Context: an optimization exercise on an open-source flow, tuned for small area. The choices shown serve that exercise and are no tape-out recipe. Function was not checked in any run shown here: the RTL went through the layout flow alone. Power and IR drop assume default switching activity.

===== flow/design.v =====
module shift_fifo #(
    parameter DEPTH = 16,
    parameter EXTRA = 1
) (
    input  logic                        clk,
    input  logic                        rst,
    input  logic                        wr_en,   
    input  logic                        rd_en,   
    input  logic [7:0]                  wdata,
    output logic [8*(DEPTH+EXTRA)-1:0]  mem,
    output logic [$clog2(DEPTH+1)-1:0]  count
);
  always_ff @(posedge clk) begin
    if (wr_en) mem <= {mem[8*(DEPTH+EXTRA)-9:0], wdata};
  end
  always_ff @(posedge clk) begin
    if (rst) count <= '0;
    else if (wr_en && !rd_en) count <= count + 1'b1;
    else if (!wr_en && rd_en) count <= count - 1'b1;
  end
endmodule
module uart_tx (
    input  logic        clk_i,
    input  logic        rst_ni,
    input  logic [15:0] baud_div_i,
    input  logic        tx_we_i,    
    input  logic        tx_en_i,
    input  logic [ 7:0] din_i,
    output logic        empty_o,
    output logic        full_o,
    output logic        tx_bit_o
);
  function automatic logic [7:0] mux16(input logic [127:0] m, input logic [3:0] s);
    logic [63:0] l1;
    logic [31:0] l2;
    logic [15:0] l3;
    for (int i = 0; i < 8; i++) l1[8*i+:8] = s[0] ? m[16*i+8+:8] : m[16*i+:8];
    for (int i = 0; i < 4; i++) l2[8*i+:8] = s[1] ? l1[16*i+8+:8] : l1[16*i+:8];
    for (int i = 0; i < 2; i++) l3[8*i+:8] = s[2] ? l2[16*i+8+:8] : l2[16*i+:8];
    mux16 = s[3] ? l3[15:8] : l3[7:0];
  endfunction
  localparam logic [3:0] P_STOP = 4'b0000, P_IDLE = 4'b0001, P_START = 4'b0111;
  logic [  3:0] phase;
  logic [ 15:0] baud_counter;
  logic [135:0] mem;
  logic [  4:0] count;
  logic         tick, go, pop, push;
  logic [ 16:0] bc_inc;
  logic [  7:0] cur;
  assign empty_o = (count == 5'd0);
  assign full_o  = count[4];
  logic [16:0] carry;
  always_comb begin
    carry[0] = 1'b1;
    for (int i = 0; i < 16; i++) begin
      bc_inc[i]  = baud_counter[i] ^ carry[i];
      carry[i+1] = baud_counter[i] & carry[i];
    end
    bc_inc[16] = carry[16];
  end
  assign tick   = (bc_inc == {1'b0, baud_div_i});
  assign go     = tx_en_i && !empty_o;
  assign pop    = go && (phase == P_IDLE || (phase == P_STOP && tick));
  assign push   = tx_we_i && !full_o;
  shift_fifo #(
      .DEPTH(16),
      .EXTRA(1)
  ) tx_buffer (
      .clk  (clk_i),
      .rst  (!rst_ni),
      .wr_en(push),
      .rd_en(pop),
      .wdata(din_i),
      .mem  (mem),
      .count(count)
  );
  assign cur = count[4] ? mem[135:128] : mux16(mem[127:0], count[3:0]);
  always_comb begin
    if (phase[3]) tx_bit_o = cur[phase[2:0]];
    else tx_bit_o = (phase != P_START);
  end
  always_ff @(posedge clk_i or negedge rst_ni) begin
    if (!rst_ni) begin
      phase <= P_IDLE;
    end else begin
      if (phase == P_IDLE) begin
        if (go) phase <= P_START;
      end else if (tick) begin
        if (phase == P_STOP) phase <= go ? P_START : P_IDLE;
        else phase <= phase + 4'd1;
      end
    end
  end
  always_ff @(posedge clk_i) begin
    if (phase == P_IDLE || tick) baud_counter <= '0;
    else baud_counter <= bc_inc[15:0];
  end
endmodule
module uart_rx (
    input  logic        clk_i,
    input  logic        rst_ni,
    input  logic [15:0] baud_div_i,
    input  logic        rx_re_i,    
    input  logic        rx_en_i,
    input  logic        rx_bit_i,
    output logic [ 7:0] dout_o,     
    output logic        full_o,
    output logic        empty_o
);
  function automatic logic [7:0] mux16(input logic [127:0] m, input logic [3:0] s);
    logic [63:0] l1;
    logic [31:0] l2;
    logic [15:0] l3;
    for (int i = 0; i < 8; i++) l1[8*i+:8] = s[0] ? m[16*i+8+:8] : m[16*i+:8];
    for (int i = 0; i < 4; i++) l2[8*i+:8] = s[1] ? l1[16*i+8+:8] : l1[16*i+:8];
    for (int i = 0; i < 2; i++) l3[8*i+:8] = s[2] ? l2[16*i+8+:8] : l2[16*i+:8];
    mux16 = s[3] ? l3[15:8] : l3[7:0];
  endfunction
  localparam logic [3:0] P_STOP = 4'b0000, P_IDLE = 4'b0001, P_START = 4'b0111;
  logic [  3:0] phase;
  logic [ 15:0] baud_counter;
  logic [  7:0] shift;
  logic [127:0] mem;
  logic [  4:0] count;
  logic         mid_tick, end_tick, rx_we;
  logic [15:0] bc_inc;
  logic [16:0] carry;
  always_comb begin
    carry[0] = 1'b1;
    for (int i = 0; i < 16; i++) begin
      bc_inc[i]  = baud_counter[i] ^ carry[i];
      carry[i+1] = baud_counter[i] & carry[i];
    end
  end
  assign mid_tick = (baud_counter == {1'b0, baud_div_i[15:1]});
  assign end_tick = (baud_counter == baud_div_i);
  assign empty_o = (count == 5'd0);
  assign full_o  = count[4];
  assign rx_we   = (phase == P_STOP) && end_tick && !full_o;
  shift_fifo #(
      .DEPTH(16),
      .EXTRA(0)
  ) rx_buffer (
      .clk  (clk_i),
      .rst  (!rst_ni),
      .wr_en(rx_we),
      .rd_en(rx_re_i),
      .wdata(shift),
      .mem  (mem),
      .count(count)
  );
  assign dout_o = mux16(mem, count[3:0]);
  always_ff @(posedge clk_i or negedge rst_ni) begin
    if (!rst_ni) begin
      phase <= P_IDLE;
    end else begin
      if (phase == P_IDLE) begin
        if (rx_en_i && !rx_bit_i && !full_o) phase <= P_START;
      end else if (mid_tick) begin
        if (phase == P_START) phase <= rx_bit_i ? P_IDLE : 4'b1000;
        else if (phase == P_STOP) begin
          if (rx_bit_i) phase <= P_IDLE;
        end else phase <= phase + 4'd1;
      end
    end
  end
  always_ff @(posedge clk_i) begin
    if (phase == P_IDLE || end_tick) baud_counter <= '0;
    else baud_counter <= bc_inc;
  end
  always_ff @(posedge clk_i) begin
    if (phase[3] && mid_tick) shift <= {rx_bit_i, shift[7:1]};
  end
endmodule
module uart #(
    parameter DATA_WIDTH = 8,
    parameter FIFO_DEPTH = 16
) (
    input  logic        clk_i,
    input  logic        rst_ni,
    input  logic        stb_i,
    input  logic [ 1:0] adr_i,
    input  logic [ 3:0] byte_sel_i,
    input  logic        we_i,
    input  logic [31:0] dat_i,
    output logic [31:0] dat_o,
    input  logic        uart_rx_i,
    output logic        uart_tx_o
);
  logic [15:0] baud_div_reg;
  logic        tx_en_reg, rx_en_reg;
  logic        tx_full, tx_empty, rx_full, rx_empty;
  logic [ 7:0] rx_byte;
  logic [ 1:0] rd_adr;   
  logic [ 3:0] status_q;   
  uart_tx uart_tx_inst (
      .clk_i     (clk_i),
      .rst_ni    (rst_ni),
      .baud_div_i(baud_div_reg),
      .tx_we_i   (stb_i && we_i && adr_i == 2'd3),
      .tx_en_i   (tx_en_reg),
      .din_i     (dat_i[7:0]),
      .empty_o   (tx_empty),
      .full_o    (tx_full),
      .tx_bit_o  (uart_tx_o)
  );
  uart_rx uart_rx_inst (
      .clk_i     (clk_i),
      .rst_ni    (rst_ni),
      .baud_div_i(baud_div_reg),
      .rx_re_i   (stb_i && !we_i && adr_i == 2'd3 && !rx_empty),
      .rx_en_i   (rx_en_reg),
      .rx_bit_i  (uart_rx_i),
      .dout_o    (rx_byte),
      .full_o    (rx_full),
      .empty_o   (rx_empty)
  );
  always_ff @(posedge clk_i) begin
    if (!rst_ni) begin
      baud_div_reg <= 16'd0;
      tx_en_reg    <= 1'b0;
      rx_en_reg    <= 1'b0;
    end else if (stb_i && we_i) begin
      if (adr_i == 2'd0 && (byte_sel_i[0] || byte_sel_i[1])) baud_div_reg <= dat_i[15:0];
      if (adr_i == 2'd1 && byte_sel_i[0]) begin
        tx_en_reg <= dat_i[0];
        rx_en_reg <= dat_i[1];
      end
    end
  end
  always_ff @(posedge clk_i) begin
    rd_adr   <= adr_i;
    status_q <= {rx_empty, rx_full, tx_empty, tx_full};
  end
  always_comb begin
    dat_o = '0;
    unique case (rd_adr)
      2'd0: dat_o[15:0] = baud_div_reg;
      2'd1: dat_o[1:0] = {rx_en_reg, tx_en_reg};
      2'd2: dat_o[3:0] = status_q;
      2'd3: if (!status_q[3]) dat_o[7:0] = rx_byte;
    endcase
  end
endmodule

===== flow/standard.sh =====
#!/bin/bash
# synth_recipe.tcl (not shown) runs the flow's synth.tcl, then flattens the netlist and writes it again
# the make line also repeats each setting of config.mk as NAME=value (left out here)
make -C /OpenROAD-flow-scripts/flow DESIGN_CONFIG=/design/flow/config.mk WORK_HOME=/design/flow/orfs CLKGATE_MAP_FILE= SYNTH_SCRIPT=/design/flow/synth_recipe.tcl "${@:-finish}"

===== flow/flow/run.sh =====
#!/bin/bash
# Standard layout with two changes: clock tree without dummy loads, and
# port buffers of the smallest buffer cell.
set -euo pipefail
export CTS_ARGS="-sink_clustering_enable -repair_clock_nets -dont_use_dummy_load -buf_list sky130_fd_sc_hd__clkbuf_8 -sink_clustering_size 20 -sink_clustering_max_diameter 40"
export BUFFER_PORTS_ARGS="-buffer_cell sky130_fd_sc_hd__buf_1"
bash standard.sh > standard.log 2>&1

===== flow/constraint.sdc =====
create_clock -name core_clock -period 10.0 [get_ports {clk_i}]
set_input_delay 2.0000 -clock core_clock [delete_from_list [all_inputs] [get_ports {clk_i}]]
set_output_delay 2.0000 -clock core_clock [all_outputs]
set_load 0.01 [all_outputs]

===== flow/config.mk =====
export PLATFORM = sky130hd
export DESIGN_NAME = uart
export DESIGN_NICKNAME = uart
export VERILOG_FILES = /design/flow/design.v
export SDC_FILE = /design/flow/constraint.sdc
export NUM_CORES = 4
export LEC_CHECK = 0
export CAP_MARGIN = 20
export CORE_MARGIN = 2
export CORE_UTILIZATION = 40
export PLACE_DENSITY = 0.6
export SLEW_MARGIN = 20

==> load_flow_metrics.sql, run 1 <==
INSERT INTO impl_metrics (metric_group, metric, value, unit) VALUES
('outcome', 'outcome', 'no timing/DRC/antenna violations', ''),
('worst_setup_path', 'cp.arrival', '6310', 'ps'),
('clock_network', 'clk-insertion-delay-late', '600', 'ps'),
('sta', 'fmaxAchievable', '172', 'MHz'),
('worst_setup_path', 'timing.setup.critical_path_class', 'flip-flop to flip-flop', ''),
('clock_network', 'tritoncts.num_buffers', '46', ''),
('global_routing', 'via_count_of_the_first_global_routing_pass', '7622', ''),
('worst_setup_path', 'critical_path.most_common_cell', 'sky130_fd_sc_hd__ha_1', ''),
('clock_network', 'post_cts_hold_buffer_count', '0', ''),
('detailed_routing', 'route.met2.wl', '12000', 'um'),
('worst_setup_path', 'crit_buf_inv', '1', ''),
('finish', 'finalNetCount', '1037', ''),
('global_routing', 'globalRouteTotalUtil', '14.7', '%'),
('synthesis', 'yosysMostFrequentCell', 'sky130_fd_sc_hd__edfxtp_1', ''),
('clock_network', 'numClockSinks', '346', ''),
('synthesis', 'synth.yosys.seq_area_share', '66.7', '%'),
('synthesis', 'number_of_enable_flip_flop_cells_after_synthesis', '272', ''),
('finish', 'sequential_cell_area', '9690', 'sq um'),
('placement', 'io_buf_count', '41', ''),
('global_routing', 'gr-total-overflow', '0', ''),
('worst_setup_path', 'cp_top_family', 'adder cells', ''),
('clock_network', 'worst_setup_hold_path_clk_slew', '90', 'ps'),
('detailed_routing', 'wire_per_inst', '19.4', 'um'),
('flow_run', 'maxCapViolCount', '0', ''),
('synthesis', 'synthMuxAreaShare', '12.9', '%'),
('synthesis', 'synthDominantAreaCellType', 'sky130_fd_sc_hd__edfxtp_1', ''),
('detailed_routing', 'first_iter_violations', '637', ''),
('synthesis', 'syn-mean-instance-area', '16.3', 'sq um'),
('worst_setup_path', 'crit_required', '10480', 'ps'),
('worst_hold_path', 'hold_path_class', 'flip-flop to flip-flop', ''),
('finish', 'largest_register_ff_count', '136', ''),
('worst_setup_path', 'max_stage_delay', '410', 'ps'),
('worst_setup_path', 'critical_path.slowest_cell', 'sky130_fd_sc_hd__fa_1', ''),
('synthesis', 'async_sr_flop_fraction', '2.31', '%'),
('pwr', 'fin_total_pwr', '3.13', 'mW'),
('sta', 'slew_viol_final', '0', ''),
('detailed_routing', 'drt_pre_antenna_iters', '4', ''),
('floorplan', 'io_pins', '76', ''),
('sta', 'finalCriticalPeriod', '5830', 'ps'),
('global_routing', 'largest_net_degree_at_the_start_of_global_routing', '77', ''),
('floorplan', 'core_region_area', '35700', 'sq um'),
('placement', 'place_congestion', '0.790', ''),
('synthesis', 'biggest_area_contributors_in_the_synthesized_netlist', 'sky130_fd_sc_hd__edfxtp_1, sky130_fd_sc_hd__dfxtp_1, sky130_fd_sc_hd__mux4_2, sky130_fd_sc_hd__ha_1, sky130_fd_sc_hd__mux2i_1', ''),
('worst_setup_path', 'critical_path.endpoint_type', 'flip-flop', ''),
('synthesis', 'syn_inst', '890', ''),
('finish', 'fin_util', '44.3', '%'),
('sta', 'finalCritPeriodShare', '58.3', '%'),
('synthesis', 'synth_warnings', '5', ''),
('synthesis', 'post_synth_most_frequent_cells', 'sky130_fd_sc_hd__edfxtp_1, sky130_fd_sc_hd__dfxtp_1, sky130_fd_sc_hd__mux4_2', ''),
('finish', 'registers.top_by_ff_count', 'uart_tx_inst.tx_buffer.mem', ''),
('clock_network', 'post_cts_buffers', '0', ''),
('sta', 'skew', '95.0', 'ps'),
('global_routing', 'grt_antenna_before_repair', '1', ''),
('placement', 'placed_cell_area', '15200', 'sq um'),
('detailed_routing', 'detail_route.wirelength', '27300', 'um'),
('synthesis', 'postSynthRegisterBits', '346', ''),
('detailed_routing', 'highest-signal-layer', 'met5', ''),
('worst_setup_path', 'cp_max_fo', '4', ''),
('placement', 'post_place_cells', '1362', ''),
('synthesis', 'post_synth_fa_ha_maj_area_fraction', '3.98', '%'),
('sta', 'rsz0062_at_grt', 'false', ''),
('synthesis', 'synth_compound_area_share', '4.03', '%'),
('floorplan', 'chipWidth', '195', 'um'),
('clock_network', 'ctsHtreeMaxLevel', '2', ''),
('detailed_routing', 'detail-route-antenna-nets', '0', ''),
('finish', 'inserted_diodes', '0', ''),
('sta', 'hold_viol_final', '0', ''),
('synthesis', 'ys.flop_type', 'sky130_fd_sc_hd__edfxtp_1', ''),
('sta', 'timing.final.setup_violations', '0', ''),
('pwr', 'power.static_leakage', '5.44', 'nW'),
('synthesis', 'synthDistinctLibCells', '64', '');
## power breakdown
group / switching [mW] / internal (mW) / total [mW]
sequential: 0.0885 / 1.67 / 1.76
combinational: 0.274 / 0.232 / 0.505
clock: 0.466 / 0.406 / 0.871
total: 0.828 / 2.31 / 3.13
## layout by cell type, fill, tap and decap left out, types with 3 or more instances in the layout
master,Yosys,routed
sky130_fd_sc_hd__buf_1,5,41
sky130_fd_sc_hd__mux4_2,56,56
sky130_fd_sc_hd__nand2b_1,3,3
sky130_fd_sc_hd__dfxtp_1,66,64
sky130_fd_sc_hd__xor2_1,30,30
sky130_fd_sc_hd__o21ai_0,20,20
sky130_fd_sc_hd__dfrtp_1,6,6
sky130_fd_sc_hd__mux2_2,10,10
sky130_fd_sc_hd__nor4_1,5,5
sky130_fd_sc_hd__mux2i_1,50,50
sky130_fd_sc_hd__ha_1,43,43
sky130_fd_sc_hd__nor2b_1,32,32
sky130_fd_sc_hd__or3_1,4,4
sky130_fd_sc_hd__edfxtp_1,272,272
sky130_fd_sc_hd__conb_1,1,16
sky130_fd_sc_hd__nor3_1,4,4
sky130_fd_sc_hd__nor2_1,16,16
sky130_fd_sc_hd__a211oi_1,5,5
sky130_fd_sc_hd__buf_4,17,12
sky130_fd_sc_hd__clkbuf_8,0,46
sky130_fd_sc_hd__inv_1,18,18
sky130_fd_sc_hd__xnor2_1,27,27
sky130_fd_sc_hd__a221oi_1,3,3
sky130_fd_sc_hd__nor3b_1,4,3
sky130_fd_sc_hd__nand2_1,21,21
sky130_fd_sc_hd__nand3_1,6,6
sky130_fd_sc_hd__nand4_1,10,10
sky130_fd_sc_hd__and3_1,16,16
sky130_fd_sc_hd__a21oi_1,23,22
sky130_fd_sc_hd__and2_1,30,30
sky130_fd_sc_hd__a21o_1,5,5
sky130_fd_sc_hd__a22oi_1,7,7
## through the flow
step           setup WS, ps  hold slack (ps)
6_report               4170              384
4_1_cts                4130              389
2_1_floorplan           422              384
3_5_place_dp           4190              414
3_3_place_gp           4220              406
5_1_grt                3790              381
## cells by family after synthesis
| group | count (synthesis) |
|---|---|
| flip-flops | 346 |
| AND/OR/NAND/NOR | 161 |
| multiplexers | 116 |
| AO/OA/AOI/OAI | 89 |
| buffers and inverters | 75 |
| XOR/XNOR | 57 |
| adder cells (fa/ha/maj) | 45 |
| other | 1 |
## worst paths after layout
| kind | startpoint | endpoint | slack [ps] | depth (start not counted) |
|---|---|---|---|---|
| worst min register to register | uart_tx_inst.tx_buffer.mem[104] | uart_tx_inst.tx_buffer.mem[112] | 380 | 0 |
| worst max register to register | uart_tx_inst.baud_counter[0] | uart_tx_inst.tx_buffer.count[4] | 4170 | 28 |
| max in group asynchronous | rst_ni | uart_tx_inst.phase[0] | 8240 | 2 |
| worst min-delay path | uart_tx_inst.tx_buffer.mem[104] | uart_tx_inst.tx_buffer.mem[112] | 380 | 0 |
| min in group asynchronous | rst_ni | uart_rx_inst.phase[3] | 1420 | 2 |
| worst max-delay path | uart_tx_inst.baud_counter[0] | uart_tx_inst.tx_buffer.count[4] | 4170 | 28 |
## final cells by class
class                   count  share of cell area [%]
flip-flops and latches    346                    61.3
multi-input cells         484                    29.0
clock buffers              46                    4.01
repair buffers             53                    1.54
inverters                  18                   0.427
well taps                 461                    3.65
## per-layer routing
metal  vias to the layer above  GRT usage [%]
li1                       3487              -
met1                      3754           21.6
met2                       153           21.6
met3                        44           3.51
met4                         2           4.39
met5                         -              0
## worst register-to-register path: cells and delay by family, from the launching register on
family	cells	cell delay [ps]
and+or+nand+nor	4	860
adders and majority gates	17	3490
AOI/OAI and AO/OA	4	710
DFF	1	340
xor gates and xnor gates	2	230
buffers and inverters	1	110
==> inputs of run 2 (changes only) <==
==> flow/flow/run.sh (replaced) <==
#!/bin/bash
# Standard layout with two changes: clock tree without dummy loads, and
# port buffers of the smallest buffer cell.
set -euo pipefail
export CTS_ARGS="-sink_clustering_enable -repair_clock_nets -dont_use_dummy_load -buf_list sky130_fd_sc_hd__clkbuf_16 -sink_clustering_size 30 -sink_clustering_max_diameter 50"
export BUFFER_PORTS_ARGS="-buffer_cell sky130_fd_sc_hd__buf_1"
bash standard.sh > standard.log 2>&1
==> run 2 against run 1 <==
- power is 8.4% higher
- fmax hardly changed
- sequential power hardly changed
- critical endpoint unchanged
- largest cell class unchanged
==> load_flow_metrics.sql, run 2 <==
INSERT INTO impl_metrics (metric_group, metric, value, unit) VALUES
('synthesis', 'yosysMostFrequentCell', 'sky130_fd_sc_hd__edfxtp_1', ''),
('pwr', 'power_per_cell_area', '211', 'nW/um^2'),
('synthesis', 'async_sr_flop_fraction', '2.31', '%'),
('worst_setup_path', 'critical_path.slowest_cell', 'sky130_fd_sc_hd__fa_1', ''),
('worst_setup_path', 'cp.arrival', '6240', 'ps'),
('sta', 'relSlewSlack', '37.3', '%'),
('flow_run', 'maxCapViolCount', '0', ''),
('finish', 'registers.top_by_ff_count', 'uart_tx_inst.tx_buffer.mem', ''),
('worst_setup_path', 'max_stage_delay', '420', 'ps'),
('placement', 'dp_worst_setup_slack', '4190', 'ps'),
('synthesis', 'syn_inst', '890', ''),
('pwr', 'share_clk_of_total_power', '33.4', '%'),
('pwr', 'power.static_leakage', '5.57', 'nW'),
('synthesis', 'synthMuxAreaShare', '12.9', '%'),
('worst_setup_path', 'timing.setup.critical_path_class', 'flip-flop to flip-flop', ''),
('synthesis', 'synthDistinctLibCells', '64', ''),
('global_routing', 'wire_length_of_the_first_global_routing_pass', '43100', 'um'),
('sta', 'hold_viol_final', '0', ''),
('worst_setup_path', 'cp_max_fo', '4', ''),
('worst_setup_path', 'crit_required', '10420', 'ps'),
('clock_network', 'ctsRootBufferMaster', 'sky130_fd_sc_hd__clkbuf_16', ''),
('floorplan', 'die-area', '37900', 'sq um'),
('placement', 'post_place_cells', '1362', ''),
('placement', 'detailed_place_hpwl', '17400', 'um'),
('synthesis', 'post_synth_fa_ha_maj_area_fraction', '3.98', '%'),
('finish', 'most-common-layout-cells', 'sky130_fd_sc_hd__edfxtp_1, sky130_fd_sc_hd__dfxtp_1, sky130_fd_sc_hd__mux4_2', ''),
('clock_network', 'worst_setup_hold_path_clk_slew', '80', 'ps'),
('finish', 'finish.cell_count_without_fillers', '1399', ''),
('global_routing', 'globalRouteTotalUtil', '14.5', '%'),
('global_routing', 'grt_antenna_before_repair', '1', ''),
('sta', 'finalCritPeriodShare', '58.2', '%'),
('synthesis', 'synth_compound_area_share', '4.03', '%'),
('clock_network', 'clk-insertion-delay-late', '540', 'ps'),
('synthesis', 'biggest_area_contributors_in_the_synthesized_netlist', 'sky130_fd_sc_hd__edfxtp_1, sky130_fd_sc_hd__dfxtp_1, sky130_fd_sc_hd__mux4_2, sky130_fd_sc_hd__ha_1, sky130_fd_sc_hd__mux2i_1', ''),
('finish', 'largest_register_ff_count', '136', ''),
('floorplan', 'dieHeight', '195', 'um'),
('finish', 'finalNetCount', '1028', ''),
('clock_network', 'post_cts_hold_buffer_count', '0', ''),
('synthesis', 'synth_simple_gate_area_share', '6.52', '%'),
('detailed_routing', 'detail-route-antenna-nets', '0', ''),
('pwr', 'power.net_switching', '850', 'uW'),
('synthesis', 'postSynthRegisterBits', '346', ''),
('sta', 'fin_tns_setup', '0', 'ps'),
('finish', 'layout-area-overhead-vs-synth', '10.7', '%'),
('global_routing', 'largest_net_degree_at_the_start_of_global_routing', '77', ''),
('pwr', 'power.ir.vdd_worst', '0.121', 'mV'),
('worst_setup_path', 'reg2reg_slack', '4180', 'ps'),
('clock_network', 'clock_tree.buffer_depth', '3', ''),
('synthesis', 'synth.yosys.seq_area_share', '66.7', '%'),
('placement', 'place_congestion', '0.790', ''),
('pwr', 'p_comb_share', '14.9', '%'),
('detailed_routing', 'number_of_remaining_drc_errors', '0', ''),
('detailed_routing', 'wire_per_inst', '19.4', 'um'),
('sta', 'worstMarginPinSlew', '941', 'ps'),
('synthesis', 'synth_warnings', '5', ''),
('pwr', 'fin_total_pwr', '3.40', 'mW'),
('sta', 'timing.final.setup_violations', '0', ''),
('detailed_routing', 'first_iter_violations', '684', ''),
('synthesis', 'post_synth_most_frequent_cells', 'sky130_fd_sc_hd__edfxtp_1, sky130_fd_sc_hd__dfxtp_1, sky130_fd_sc_hd__mux4_2', ''),
('synthesis', 'syn_area', '14500', 'sq um'),
('clock_network', 'post_cts_buffers', '0', ''),
('worst_hold_path', 'hold_path_class', 'flip-flop to flip-flop', ''),
('clock_network', 'tritoncts.num_buffers', '37', ''),
('synthesis', 'synthDominantAreaCellType', 'sky130_fd_sc_hd__edfxtp_1', ''),
('floorplan', 'std_cell_rows', '69', ''),
('sta', 'skew', '74.8', 'ps'),
('detailed_routing', 'via_to_cell_ratio', '5.32', ''),
('synthesis', 'syn-mean-instance-area', '16.3', 'sq um'),
('global_routing', 'via_count_of_the_first_global_routing_pass', '7571', ''),
('sta', 'finalWorstSetupSlack', '4180', 'ps'),
('synthesis', 'main_combinational_cell_family_by_area_after_synthesis', 'multiplexers', ''),
('sta', 'slew_viol_final', '0', ''),
('synthesis', 'fraction_of_post_synthesis_cell_area_in_the_top_cell_type_by_area', '56.2', '%'),
('clock_network', 'numClockSinks', '346', ''),
('floorplan', 'floorplan.initialDensity', '40.8', '%'),
('sta', 'fmaxAchievable', '172', 'MHz'),
('pwr', 'power_frac_seq', '51.7', '%'),
('sta', 'finalCriticalPeriod', '5820', 'ps'),
('worst_setup_path', 'critical_path.endpoint_type', 'flip-flop', ''),
('finish', 'biggestRegsByFlops', 'uart_tx_inst.tx_buffer.mem (136), uart_rx_inst.rx_buffer.mem (128)', ''),
('clock_network', 'ctsHtreeMaxLevel', '2', ''),
('floorplan', 'core_region_area', '35700', 'sq um'),
('placement', 'io_buf_count', '41', ''),
('detailed_routing', 'drt_pre_antenna_iters', '5', ''),
('worst_setup_path', 'critical_path.most_common_cell', 'sky130_fd_sc_hd__ha_1', ''),
('synthesis', 'synth_xor_area_share', '3.43', '%'),
('outcome', 'outcome', 'no timing/DRC/antenna violations', ''),
('clock_network', 'cts.repair.resized', '0', ''),
('worst_setup_path', 'cp-start-kind', 'flip-flop', ''),
('synthesis', 'ys.flop_type', 'sky130_fd_sc_hd__edfxtp_1', ''),
('finish', 'drive_gt1_share', '13.6', '%'),
('synthesis', 'number_of_enable_flip_flop_cells_after_synthesis', '272', ''),
('pwr', 'p_int', '2.55', 'mW'),
('clock_network', 'cts_tree', 'yes', ''),
('detailed_routing', 'routed_via_count', '7438', ''),
('sta', 'finalHoldWorstSlack', '405', 'ps'),
('finish', 'inserted_diodes', '0', ''),
('sta', 'rsz0062_at_grt', 'false', ''),
('pwr', 'power.share.switching', '25.0', '%'),
('finish', 'layout.cells.most_common', 'sky130_fd_sc_hd__edfxtp_1', ''),
('global_routing', 'gr-total-overflow', '0', ''),
('detailed_routing', 'detail_route.wirelength', '27100', 'um'),
('floorplan', 'chipWidth', '195', 'um'),
('floorplan', 'io_pins', '76', '');
-- run 2: cell families after synthesis --
kind of cell,after synthesis
XOR/XNOR,57
AND/OR/NAND/NOR,161
adder cells (fa/ha/maj),45
flip-flops,346
buffers and inverters,75
other,1
multiplexers,116
AO/OA/AOI/OAI,89
-- run 2: worst max-delay path, delay by kind of cell (launching register included) --
kind                     cells  cell delay (ps)
flip-flops                   1              330
XOR/XNOR                     2              230
AO/OA/AOI/OAI                4              710
buffers and inverters        1              110
AND/OR/NAND/NOR              4              860
adder cells (fa/ha/maj)     17             3490
-- run 2: power groups by stage --
| stage | clock [mW] | combinational (mW) | sequential, mW |
|---|---|---|---|
| 5_1_grt | 1.22 | 0.568 | 1.77 |
| 2_1_floorplan | 0 | 0.416 | 1.75 |
| 6_report | 1.14 | 0.505 | 1.76 |
| 3_3_place_gp | 0 | 0.504 | 1.78 |
| 4_1_cts | 1.18 | 0.511 | 1.76 |
| 3_5_place_dp | 0 | 0.508 | 1.79 |
-- run 2: area by class of cell --
| class | count | area [sq um] |
|---|---|---|
| Clock buffer | 37 | 926 |
| Fill cell | 3116 | 19600 |
| Inverter | 18 | 67.6 |
| Multi-Input combinational cell | 484 | 4590 |
| Sequential cell | 346 | 9690 |
| Tap cell | 461 | 577 |
| Timing Repair Buffer | 53 | 244 |
-- run 2: per-layer routing --
| layer | global-route usage, % | vias to the layer above | wire (um) |
|---|---|---|---|
| met5 | 0 | - | 13 |
| met4 | 4.10 | 2 | 574 |
| met3 | 2.79 | 45 | 1270 |
| met2 | 21.6 | 165 | 11900 |
| met1 | 21.6 | 3751 | 13300 |
| li1 | - | 3475 | - |
-- run 2: per-stage QoR --
step / utilization, % / cell area (sq um)
floorplan: - / 14600
finish: 45.2 / 16100
global placement: 42.5 / 15200
CTS: 45.1 / 16100
detailed placement: 42.5 / 15200
global route: 45.2 / 16100
-- run 2: final timing paths --
kind / startpoint / to / cells after the start
hold reg to reg: uart_tx_inst.tx_buffer.mem[104] / uart_tx_inst.tx_buffer.mem[112] / 0
setup / recovery: uart_tx_inst.baud_counter[0] / uart_tx_inst.tx_buffer.count[4] / 28
max in group asynchronous: rst_ni / uart_rx_inst.phase[0] / 2
setup reg to reg: uart_tx_inst.baud_counter[0] / uart_tx_inst.tx_buffer.count[4] / 28
hold / removal: uart_tx_inst.tx_buffer.mem[104] / uart_tx_inst.tx_buffer.mem[112] / 0
min in group asynchronous: rst_ni / uart_rx_inst.phase[3] / 2
==> inputs of run 3 (changes only) <==
--- a/flow/design.v
+++ b/flow/design.v
@@ -13,10 +13,22 @@
   always_ff @(posedge clk) begin
     if (wr_en) mem <= {mem[8*(DEPTH+EXTRA)-9:0], wdata};
   end
+  localparam CW = $clog2(DEPTH + 1);
+  logic up, dn;
+  logic [CW-1:0] all1, all0;
+  assign up = wr_en && !rd_en;
+  assign dn = rd_en && !wr_en;
+  always_comb begin
+    all1[0] = 1'b1;
+    all0[0] = 1'b1;
+    for (int i = 1; i < CW; i++) begin
+      all1[i] = all1[i-1] & count[i-1];
+      all0[i] = all0[i-1] & !count[i-1];
+    end
+  end
   always_ff @(posedge clk) begin
     if (rst) count <= '0;
-    else if (wr_en && !rd_en) count <= count + 1'b1;
-    else if (!wr_en && rd_en) count <= count - 1'b1;
+    else count <= count ^ ((all1 & {CW{up}}) | (all0 & {CW{dn}}));
   end
 endmodule
 module uart_tx (
@@ -87,7 +99,7 @@
         if (go) phase <= P_START;
       end else if (tick) begin
         if (phase == P_STOP) phase <= go ? P_START : P_IDLE;
-        else phase <= phase + 4'd1;
+        else phase <= phase ^ {&phase[2:0], &phase[1:0], phase[0], 1'b1};
       end
     end
   end
@@ -160,7 +172,7 @@
         if (phase == P_START) phase <= rx_bit_i ? P_IDLE : 4'b1000;
         else if (phase == P_STOP) begin
           if (rx_bit_i) phase <= P_IDLE;
-        end else phase <= phase + 4'd1;
+        end else phase <= phase ^ {&phase[2:0], &phase[1:0], phase[0], 1'b1};
       end
     end
   end
==> flow/flow/run.sh (replaced) <==
#!/bin/bash
# Standard layout with two changes: clock tree without dummy loads, and
# port buffers of the smallest buffer cell.
set -euo pipefail
export CTS_ARGS="-sink_clustering_enable -repair_clock_nets -dont_use_dummy_load -buf_list sky130_fd_sc_hd__clkbuf_8 -sink_clustering_size 20 -sink_clustering_max_diameter 40"
export BUFFER_PORTS_ARGS="-buffer_cell sky130_fd_sc_hd__buf_1"
bash standard.sh > standard.log 2>&1
==> run 3 against run 2 <==
- still clean on timing, DRC and antenna
- non-clock buffer count decreased by 3
- global-route usage shrank 0.58 points
- worst hold slack lost 2.3 ps
- routed wire length fell by 4.7%
- utilization shrank 1.5 points
- clock power fell by about 30%
- critical endpoint is now uart_tx_inst.tx_buffer.count[3]
==> load_flow_metrics.sql, run 3 <==
INSERT INTO impl_metrics (metric_group, metric, value, unit) VALUES
('outcome', 'outcome', 'no timing/DRC/antenna violations', ''),
('finish', 'final_area', '15500', 'sq um'),
('placement', 'post_place_cells', '1321', ''),
('pwr', 'power.static_leakage', '5.10', 'nW'),
('finish', 'inserted_diodes', '0', ''),
('placement', 'detailed_place_hpwl', '16400', 'um'),
('worst_setup_path', 'cp-start-kind', 'flip-flop', ''),
('floorplan', 'die-area', '37400', 'sq um'),
('placement', 'place_congestion', '0.773', ''),
('finish', 'layout-area-overhead-vs-synth', '7.90', '%'),
('sta', 'relSlewSlack', '37.9', '%'),
('clock_network', 'post_cts_hold_buffer_count', '0', ''),
('sta', 'hold_viol_final', '0', ''),
('sta', 'fin_tns_setup', '0', 'ps'),
('clock_network', 'ctsRootBufferMaster', 'sky130_fd_sc_hd__clkbuf_8', ''),
('finish', 'most-common-layout-cells', 'sky130_fd_sc_hd__edfxtp_1, sky130_fd_sc_hd__mux4_2, sky130_fd_sc_hd__dfxtp_1', ''),
('worst_setup_path', 'crit_required', '10430', 'ps'),
('clock_network', 'clock_tree.buffer_depth', '3', ''),
('placement', 'io_buf_count', '41', ''),
('pwr', 'power.ir.vdd_worst', '0.130', 'mV'),
('synthesis', 'synthDistinctLibCells', '49', ''),
('pwr', 'fin_total_pwr', '2.98', 'mW'),
('clock_network', 'cts_tree', 'yes', ''),
('synthesis', 'synthDominantAreaCellType', 'sky130_fd_sc_hd__edfxtp_1', ''),
('worst_setup_path', 'cp.arrival', '5950', 'ps'),
('finish', 'finish.cell_count_without_fillers', '1361', ''),
('detailed_routing', 'wire_per_inst', '19.0', 'um'),
('floorplan', 'chipWidth', '193', 'um'),
('synthesis', 'syn-mean-instance-area', '16.9', 'sq um'),
('floorplan', 'std_cell_rows', '69', ''),
('synthesis', 'async_sr_flop_fraction', '2.31', '%'),
('clock_network', 'post_cts_buffers', '0', ''),
('detailed_routing', 'first_iter_violations', '479', ''),
('global_routing', 'grt_antenna_before_repair', '1', ''),
('worst_setup_path', 'critical_path.endpoint_type', 'flip-flop', ''),
('clock_network', 'clk-insertion-delay-late', '580', 'ps'),
('synthesis', 'biggest_area_contributors_in_the_synthesized_netlist', 'sky130_fd_sc_hd__edfxtp_1, sky130_fd_sc_hd__mux4_2, sky130_fd_sc_hd__dfxtp_1, sky130_fd_sc_hd__ha_1, sky130_fd_sc_hd__mux2i_1', ''),
('global_routing', 'wire_length_of_the_first_global_routing_pass', '41500', 'um'),
('clock_network', 'ctsHtreeMaxLevel', '2', ''),
('global_routing', 'gr-total-overflow', '0', ''),
('global_routing', 'largest_net_degree_at_the_start_of_global_routing', '70', ''),
('clock_network', 'cts.repair.resized', '0', ''),
('floorplan', 'dieHeight', '193', 'um'),
('synthesis', 'syn_inst', '851', ''),
('synthesis', 'ys.flop_type', 'sky130_fd_sc_hd__edfxtp_1', ''),
('clock_network', 'numClockSinks', '346', ''),
('finish', 'biggestRegsByFlops', 'uart_tx_inst.tx_buffer.mem (136), uart_rx_inst.rx_buffer.mem (128)', ''),
('synthesis', 'synth_warnings', '5', ''),
('synthesis', 'synth.yosys.seq_area_share', '67.5', '%'),
('worst_setup_path', 'cp_max_fo', '3', ''),
('synthesis', 'syn_area', '14400', 'sq um'),
('synthesis', 'yosysMostFrequentCell', 'sky130_fd_sc_hd__edfxtp_1', ''),
('finish', 'fill_cells', '3107', ''),
('sta', 'slew_viol_final', '0', ''),
('flow_run', 'maxCapViolCount', '0', ''),
('floorplan', 'core_region_area', '35500', 'sq um'),
('finish', 'finalNetCount', '986', ''),
('floorplan', 'floorplan.initialDensity', '40.5', '%'),
('synthesis', 'post_synth_most_frequent_cells', 'sky130_fd_sc_hd__edfxtp_1, sky130_fd_sc_hd__mux4_2, sky130_fd_sc_hd__dfxtp_1', ''),
('detailed_routing', 'via_to_cell_ratio', '5.25', ''),
('sta', 'fmaxAchievable', '181', 'MHz'),
('detailed_routing', 'detail-route-antenna-nets', '0', ''),
('global_routing', 'via_count_of_the_first_global_routing_pass', '7331', ''),
('finish', 'largest_register_ff_count', '136', ''),
('clock_network', 'worst_setup_hold_path_clk_slew', '70', 'ps'),
('detailed_routing', 'number_of_remaining_drc_errors', '0', ''),
('finish', 'fin_util', '43.7', '%'),
('synthesis', 'postSynthRegisterBits', '346', ''),
('sta', 'finalCriticalPeriod', '5510', 'ps'),
('global_routing', 'globalRouteTotalUtil', '13.9', '%'),
('finish', 'drive_gt1_share', '14.6', '%'),
('sta', 'skew', '59.4', 'ps'),
('synthesis', 'fraction_of_post_synthesis_cell_area_in_the_top_cell_type_by_area', '56.9', '%'),
('synthesis', 'number_of_enable_flip_flop_cells_after_synthesis', '272', ''),
('finish', 'registers.top_by_ff_count', 'uart_tx_inst.tx_buffer.mem', ''),
('floorplan', 'io_pins', '76', ''),
('finish', 'layout.cells.most_common', 'sky130_fd_sc_hd__edfxtp_1', ''),
('worst_hold_path', 'hold_path_class', 'flip-flop to flip-flop', ''),
('pwr', 'power_per_cell_area', '192', 'nW/um^2'),
('sta', 'rsz0062_at_grt', 'false', ''),
('detailed_routing', 'drt_pre_antenna_iters', '4', ''),
('placement', 'placed_cell_area', '14900', 'sq um'),
('sta', 'worstMarginPinSlew', '931', 'ps'),
('sta', 'finalCritPeriodShare', '55.1', '%'),
('worst_setup_path', 'timing.setup.critical_path_class', 'flip-flop to flip-flop', ''),
('clock_network', 'tritoncts.num_buffers', '40', ''),
('detailed_routing', 'routed_via_count', '7146', ''),
('sta', 'timing.final.setup_violations', '0', ''),
('detailed_routing', 'detail_route.wirelength', '25800', 'um');
## run 3: final timing paths
check,end,start,cells after the start,slack (ps)
max reg2reg,uart_tx_inst.tx_buffer.count[3],uart_tx_inst.baud_counter[0],26,4490
min,status_q[2],uart_rx_inst.rx_buffer.count[4],0,400
max,uart_tx_inst.tx_buffer.count[3],uart_tx_inst.baud_counter[0],26,4490
max in group asynchronous,uart_rx_inst.phase[0],rst_ni,2,8190
min in group asynchronous,uart_tx_inst.phase[3],rst_ni,2,1460
min reg2reg,status_q[2],uart_rx_inst.rx_buffer.count[4],0,400
## run 3: per-stage QoR
stage | worst slack [ps] | hold WS, ps
2_1_floorplan | 3750 | 329
3_3_place_gp | 4410 | 396
3_5_place_dp | 4410 | 398
4_1_cts | 4390 | 404
5_1_grt | 3950 | 418
6_report | 4490 | 403
## run 3: cell families after synthesis
logic type	share of synthesized area (%)
AO/OA/AOI/OAI	2.70
XOR/XNOR	3.41
adder cells (fa/ha/maj)	3.57
buffers and inverters	2.31
flip-flops	67.5
multiplexers	14.0
other	0.0261
AND/OR/NAND/NOR	6.51
## run 3: critical path, cell delays in order (launching register included)
cell                        delay (ps)
sky130_fd_sc_hd__dfxtp_1           350
sky130_fd_sc_hd__ha_1              210
sky130_fd_sc_hd__ha_1              180
sky130_fd_sc_hd__ha_1              180
sky130_fd_sc_hd__ha_1              180
sky130_fd_sc_hd__ha_1              180
sky130_fd_sc_hd__ha_1              190
sky130_fd_sc_hd__ha_1              180
sky130_fd_sc_hd__ha_1              180
sky130_fd_sc_hd__ha_1              180
sky130_fd_sc_hd__ha_1              180
sky130_fd_sc_hd__ha_1              180
sky130_fd_sc_hd__ha_1              190
sky130_fd_sc_hd__ha_1              180
sky130_fd_sc_hd__ha_1              180
sky130_fd_sc_hd__ha_1              290
sky130_fd_sc_hd__xor2_1            150
sky130_fd_sc_hd__nor4_1            320
sky130_fd_sc_hd__nand2_1           130
sky130_fd_sc_hd__nor3_1            400
sky130_fd_sc_hd__nand3_1           160
sky130_fd_sc_hd__a21o_1            200
sky130_fd_sc_hd__ha_1              200
sky130_fd_sc_hd__and3_1            170
sky130_fd_sc_hd__o2bb2ai_1         130
sky130_fd_sc_hd__xor2_1            170
sky130_fd_sc_hd__and2_1            180
## run 3: cell type report
cell class / count / area, sq um / area share, %
multi-input cells: 452 / 4400 / 28.4
well taps: 461 / 577 / 3.72
flip-flops and latches: 346 / 9690 / 62.6
repair buffers: 50 / 221 / 1.43
clock buffers: 40 / 551 / 3.55
inverters: 12 / 50.0 / 0.323
## run 3: routing by layer
layer	part of all wire [%]	up-vias	track usage, %
met2	47	135	21.9
met4	2.1	2	3.96
met3	4.4	49	2.75
met1	46	3645	19.7
li1	-	3315	-
met5	0.050	-	0
## run 3: power by group
part	internal [mW]	total [mW]	switching [mW]
clock network	0.356	0.803	0.447
registers	1.68	1.75	0.0760
logic	0.182	0.423	0.241

-- afterwards: timing with drivers on the ports --
In the flow no input, the clock included, has a driving cell. The finished layouts below were timed again as built, in two steps. Step 1 assumes that a clkbuf_16 drives the clock port and a buf_2 every other input. Step 2 adds t to the input delays and takes it off the output delays; t is the mean of the earliest and latest rising clock arrival at the registers after step 1. Input paths then give back, and output paths get back, about the clock's delay inside the block. Slacks: no drivers / after step 1 / after step 2; pairs: no drivers / after step 1.
run | t, ns | setup slack, ns | clock arrival spread, ns
run 1 | 0.598 | 4.174 / 4.174 / 4.174 | 0.099 / 0.099
run 2 | 0.552 | 4.180 / 4.180 / 4.180 | 0.075 / 0.075
run 3 | 0.594 | 4.487 / 4.487 / 4.487 | 0.073 / 0.073
After both steps every run listed still meets setup and hold.
